Context: an optimization exercise on an open-source flow, tuned for small area, a short achievable clock period and few clock cycles. The choices shown serve that exercise and are no tape-out recipe.
In this exercise RTL edits were held to simulation tests only and were not proved equivalent to the original.
Power figures rest on the tool's default switching activity, not on a simulated workload.

==> inputs of v29 <==
==> flow/design.v (excerpt) <==
module top_v1b (
    input clk,
    input rst,
    input wr,
    input [2:0] address,
    input [7:0] wdata,
    output [7:0] rdata,
    output busy
);
localparam K = 2;
reg [7:0] ah, al, bh, bl;
always @(posedge clk) if (wr) begin
    case (address)
    3'd0: ah <= wdata;
    3'd1: al <= wdata;
    3'd2: bh <= wdata;
    3'd3: bl <= wdata;
    default: ;
    endcase
end
wire sa = ah[7];
wire sb = bh[7];
wire [14:0] ma = sa ? -{ah[6:0], al} : {ah[6:0], al};
wire [14:0] mb = sb ? -{bh[6:0], bl} : {bh[6:0], bl};
wire ma_zero = (ma == 15'd0);
wire mb_zero = (mb == 15'd0);
reg        Status;
reg [1:0]  op;
reg [4:0]  cnt;
reg        fix;      
reg [31:0] X;
reg [16:0] R;
reg [15:0] D;
assign busy = Status;
assign rdata = (address == 3'd0) ? X[31:24] :
               (address == 3'd1) ? X[23:16] :
               (address == 3'd2) ? X[15:8]  :
               (address == 3'd3) ? X[7:0]   :
               (address == 3'd4) ? {7'b0, Status} : 8'd0;
reg [31:0] x;
reg [16:0] r;
reg [15:0] d;
reg [18:0] opa, opb, sum;
reg        sub, ge;
integer i;
always @* begin
    x = X; r = R; d = D;
    for (i = 0; i < K; i = i + 1) begin
        sub = (op != 2'd0);
        if (op == 2'd0) begin
            opa = {3'b0, x[31:16]};
            opb = x[0] ? {4'b0, mb} : 19'd0;
        end else if (op == 2'd3) begin
            opa = {r[16:0], d[15:14]};
            opb = {1'b0, x[23:8], 2'b01};
        end else begin
            opa = {2'b0, r[15:0], d[15]};
            opb = {4'b0, mb};
        end
  ...
==> module top_v1b, before the edit <==
module top_v1b (
    input clk,
    input rst,
    input wr,
    input [2:0] address,
    input [7:0] wdata,
    output [7:0] rdata,
    output busy
);
localparam K = 2;
reg [7:0] ah, al, bh, bl;
always @(posedge clk) if (wr) begin
    case (address)
    3'd0: ah <= wdata;
    3'd1: al <= wdata;
    3'd2: bh <= wdata;
    3'd3: bl <= wdata;
    default: ;
    endcase
end
wire sa = ah[7];
wire sb = bh[7];
wire [14:0] ma = sa ? -{ah[6:0], al} : {ah[6:0], al};
wire [14:0] mb = sb ? -{bh[6:0], bl} : {bh[6:0], bl};
wire ma_zero = (ma == 15'd0);
wire mb_zero = (mb == 15'd0);
reg        Status;
reg [1:0]  op;
reg [4:0]  cnt;
reg        fix;      
reg [31:0] X;
reg [16:0] R;
reg [15:0] D;
assign busy = Status;
assign rdata = (address == 3'd0) ? X[31:24] :
               (address == 3'd1) ? X[23:16] :
               (address == 3'd2) ? X[15:8]  :
               (address == 3'd3) ? X[7:0]   :
               (address == 3'd4) ? {7'b0, Status} : 8'd0;
reg [31:0] x;
reg [16:0] r;
reg [15:0] d;
reg [18:0] opa, opb, sum;
reg        sub, ge;
integer i;
always @* begin
    x = X; r = R; d = D;
    for (i = 0; i < K; i = i + 1) begin
        sub = (op != 2'd0);
        if (op == 2'd0) begin
            opa = {3'b0, x[31:16]};
            opb = x[0] ? {4'b0, mb} : 19'd0;
        end else if (op == 2'd3) begin
            opa = {r[16:0], d[15:14]};
            opb = {1'b0, x[23:8], 2'b01};
        end else begin
            opa = {2'b0, r[15:0], d[15]};
            opb = {4'b0, mb};
        end
        sum = sub ? opa - opb : opa + opb;
        ge = ~sum[18];
        case (op)
        2'd0: x = {1'b0, sum[15:0], x[15:1]};
        2'd3: begin
            r = ge ? sum[16:0] : opa[16:0];
            x = {8'b0, x[22:8], ge, 8'b0};
            d = {d[13:0], 2'b00};
        end
        default: begin
            r = ge ? {1'b0, sum[15:0]} : {1'b0, opa[15:0]};
            x = {x[30:0], ge};
            d = {d[14:0], 1'b0};
        end
        endcase
    end
end
wire [14:0] q = X[14:0];
wire [15:0] qfix = (ma_zero & mb_zero) ? 16'h4000 : {1'b0, q};
wire [14:0] qneg = -qfix[14:0];
wire [15:0] rneg = -R[15:0];
always @(posedge clk) begin
    if (rst) begin
        Status <= 1'b0;
        fix <= 1'b0;
    end else if (wr && address == 3'd4) begin
        Status <= 1'b1;
        fix <= 1'b0;
        op <= wdata[1:0];
        cnt <= (wdata[1:0] == 2'd2) ? 5'd16 : 5'd8;
        R <= 17'd0;
        D <= {1'b0, ma};
        X <= (wdata[1:0] == 2'd0) ? {17'b0, ma} : 32'd0;
    end else if (Status) begin
        if (fix) begin
            X[31:16] <= (sa ^ sb) ? {1'b1, qneg} : qfix;
            X[15:0]  <= (sa ^ sb) ? rneg : R[15:0];
            Status <= 1'b0;
        end else begin
            cnt <= cnt - 5'd1;
            X <= x; R <= r; D <= d;
            if (cnt == 5'd1) begin
                if (op == 2'd1) fix <= 1'b1;
                else Status <= 1'b0;
                if (op == 2'd2) begin
                    if (mb_zero & ma_zero) X <= 32'h40000000;
                    else if (mb_zero & (ma == 15'h4000)) X <= 32'h7FFF8000;
                    else X <= {1'b0, x[30:0]};
                end
            end
        end
    end
end
endmodule
Settings: LEC_CHECK=0, CAP_MARGIN=20, CORE_MARGIN=2, CORE_UTILIZATION=40, PLACE_DENSITY=0.6, SLEW_MARGIN=20; clock period 8.0 ns.
run.sh (not shown) runs the stock make flow with config.mk's settings and CLKGATE_MAP_FILE= SYNTH_SCRIPT=/design/flow/synth_recipe.tcl, a recipe that flattens the netlist after the stock synthesis.
==> v30: changes against v29 <==
==> flow/design.v (replaced) <==
module top_v1b (
    input clk,
    input rst,
    input wr,
    input [2:0] address,
    input [7:0] wdata,
    output [7:0] rdata,
    output busy
);
reg [7:0] ah, al, bh, bl;
always @(posedge clk) if (wr) begin
    case (address)
    3'd0: ah <= wdata;
    3'd1: al <= wdata;
    3'd2: bh <= wdata;
    3'd3: bl <= wdata;
    default: ;
    endcase
end
wire sa = ah[7];
wire sb = bh[7];
wire xs = sa ^ sb;
wire [14:0] ma = sa ? -{ah[6:0], al} : {ah[6:0], al};
wire [14:0] mb = sb ? -{bh[6:0], bl} : {bh[6:0], bl};
wire ma_zero = (ma == 15'd0);
wire mb_zero = (mb == 15'd0);
function [3:0] blen(input [14:0] v);
    integer j;
    begin
        blen = 4'd0;
        for (j = 0; j < 15; j = j + 1) if (v[j]) blen = j + 1;
    end
endfunction
wire [3:0] la = blen(ma);
wire [3:0] lb = blen(mb);
wire [4:0] ediff = {1'b0, la} - {1'b0, lb};      
wire       eneg = ediff[4];                      
reg        Status;
reg        o_mul, o_div, o_frc, o_sqr;           
reg [4:0]  cnt;
reg        fix;      
reg        fr;       
reg [31:0] X;
reg [16:0] Ax;
reg [15:0] Bx;
assign busy = Status;
reg [7:0] xb;
always @* case (address[1:0])
    2'd0: xb = X[31:24];
    2'd1: xb = X[23:16];
    2'd2: xb = X[15:8];
    default: xb = X[7:0];
endcase
assign rdata = address[2] ? {7'b0, Status & (address[1:0] == 2'd0)} : xb;
wire start = wr && (address == 3'd4);
wire [1:0] nop = wdata[1:0];
wire [3:0] pa = 4'd8 - {1'b0, la[3:1]} - {3'b0, la[0]};    
wire [3:0] sh = (nop == 2'd3) ? {pa[2:0], 1'b0} :
                (nop == 2'd0) ? 4'd0 - {lb[3:0]} :          
                (eneg ? 4'd0 : ediff[3:0]);
wire [15:0] bsrc = (nop == 2'd3) ? {1'b0, ma} : {1'b0, mb};
wire [15:0] bnorm = bsrc << sh;
wire [4:0] ediv = (eneg | mb_zero) ? 5'd0 : ediff + 5'd1;
wire [4:0] n0 = (nop == 2'd0) ? {1'b0, lb} :
                (nop == 2'd1) ? ediv :
                (nop == 2'd2) ? (mb_zero ? 5'd0 : ediv + 5'd16) :
                (ma_zero ? 5'd0 : {1'b0, 4'd8 - pa} + 5'd8);
reg [18:0] opa, opb;
always @* begin
    opa = 19'd0; opb = 19'd0;
    if (o_mul) begin opa = {3'b0, X[14:0], 1'b0}; opb = Bx[15] ? {2'b0, Ax} : 19'd0; end
    if (o_sqr) begin opa = {Ax, Bx[15:14]};       opb = {1'b0, X[23:8], 2'b01}; end
    if (o_div | o_frc) begin
        opa = fr ? {1'b0, Ax, 1'b0} : {2'b0, Ax};
        opb = {3'b0, Bx};
    end
end
wire [19:0] sum = o_mul ? {1'b0, opa} + {1'b0, opb} : {1'b0, opa} - {1'b0, opb};
wire ge = ~sum[19];
wire [15:0] xhi = X[30:15];
wire [15:0] xhi_inc = sum[16] ? xhi + 16'd1 : xhi;
wire [14:0] q = X[14:0];
wire [15:0] qfix = mb_zero ? (ma_zero ? 16'h4000 : 16'h7FFF) : {1'b0, q};
wire [14:0] qneg = -qfix[14:0];
wire [15:0] rneg = -Ax[15:0];
always @(posedge clk) begin
    if (!Status) begin
        cnt <= n0;
        fr <= (nop == 2'd2) && (ediv == 5'd0);
        Ax <= (nop == 2'd3) ? 17'd0 : {2'b0, ma};
        Bx <= bnorm;
        o_mul <= (nop == 2'd0);
        o_div <= (nop == 2'd1);
        o_frc <= (nop == 2'd2);
        o_sqr <= (nop == 2'd3);
    end else begin
        cnt <= cnt - 5'd1;
        if (cnt == 5'd17) fr <= 1'b1;
        if (o_sqr | o_div | o_frc) Ax <= ge ? sum[16:0] : opa[16:0];
        if (o_mul) Bx <= {Bx[14:0], 1'b0};
        else if (o_sqr) Bx <= {Bx[13:0], 2'b00};
        else if (!(fr || (o_frc && cnt == 5'd17))) Bx <= {1'b0, Bx[15:1]};
    end
end
reg [31:0] xinit, xstep;
always @* begin
    if (nop == 2'd2 && mb_zero)
        xinit = ma_zero ? 32'h40000000 : (ma == 15'h4000) ? 32'h7FFF8000 : 32'h7FFFFFFF;
    else
        xinit = 32'd0;
    if (cnt != 5'd0) begin
        if (o_mul) xstep = {xhi_inc, sum[15:0]};
        else if (o_sqr) xstep = {8'b0, X[22:8], ge, 8'b0};
        else xstep = {X[30:0], ge};
    end else begin
        xstep[31:16] = xs ? {1'b1, qneg} : qfix;
        xstep[15:0]  = xs ? rneg : Ax[15:0];
    end
end
always @(posedge clk) if (start | Status) X <= Status ? xstep : xinit;
always @(posedge clk) begin
    if (rst) begin
        Status <= 1'b0;
        fix <= 1'b0;
    end else if (start) begin
        fix <= (nop == 2'd1);
        Status <= (n0 != 5'd0) || (nop == 2'd1);
    end else if (Status) begin
        if (cnt != 5'd0) begin
            if (cnt == 5'd1 && !fix) Status <= 1'b0;
        end else begin
            fix <= 1'b0;
            Status <= 1'b0;
        end
    end
end
endmodule
Settings changed: ABC_AREA set to 1, SETUP_SLACK_MARGIN set to 3.4.
==> comparison table <==
metric	v30	v29
Comb_multi_in	1297	1119
Final Wtd Congestion	0.967	1.01
Core region area	27800 um2	27100 um2
Max VDD drop	119 uV	119 uV
Beginning of the worst register-to-register path	o_div$_DFFE_PN_	bl[1]$_DFFE_PP_
Cell total after placement	2042	1845
Pwr per Cell Area	195 nW/um2	132 nW/um2
Layout cell share with drive strength beyond 1	16.0%	21.7%
Setup clock skew after layout	0.0199 ns	0.0177 ns
Via count normalized by instance count	5.83	6.35
Result of the run	complete, no violations	complete, but fails checks
Layout check failures	-	negative setup slack
Iter 0 DRT Violations	1484	1750
Arrival time at the worst endpoint	2.95 ns	8.28 ns
Die width	172 um	170 um
Final setup violating endpoints	0	17
Testbench counts of v29, summed over its fixed seeds: cycles 145,735.
Testbench counts of v30, summed over its fixed seeds: cycles 157,093.

[static timing again, ports no longer ideal]
The flow's constraints put no driver on any port. The routed layouts listed below were extracted and timed again, unchanged, in two steps.
Step 1: set_driving_cell puts a clkbuf_16 on clk and a buf_2 on each other input, an assumption about the parent block.
Step 2 moves the port delays by t, midway between the first and last clock arrival at a register: inputs arrive t later, outputs are due t later. That takes back most of the time a late clock gives input paths.
a / b / c = ideal ports / drivers / drivers and shift; a / b = the first two.
run | t, ns | setup WS [ns] | worst hold slack (ns) | worst setup path after step 2
v29 | 0.406 | -0.090 / -0.090 / -0.090 | 0.615 / 0.615 / 0.615 | register to register
v30 | 0.436 | 3.452 / 3.418 / 3.404 | 0.516 / 0.516 / 0.516 | input to register
For v30, which loses most, drivers alone change the setup slack by -0.034 ns; drivers and shift together by -0.048 ns.
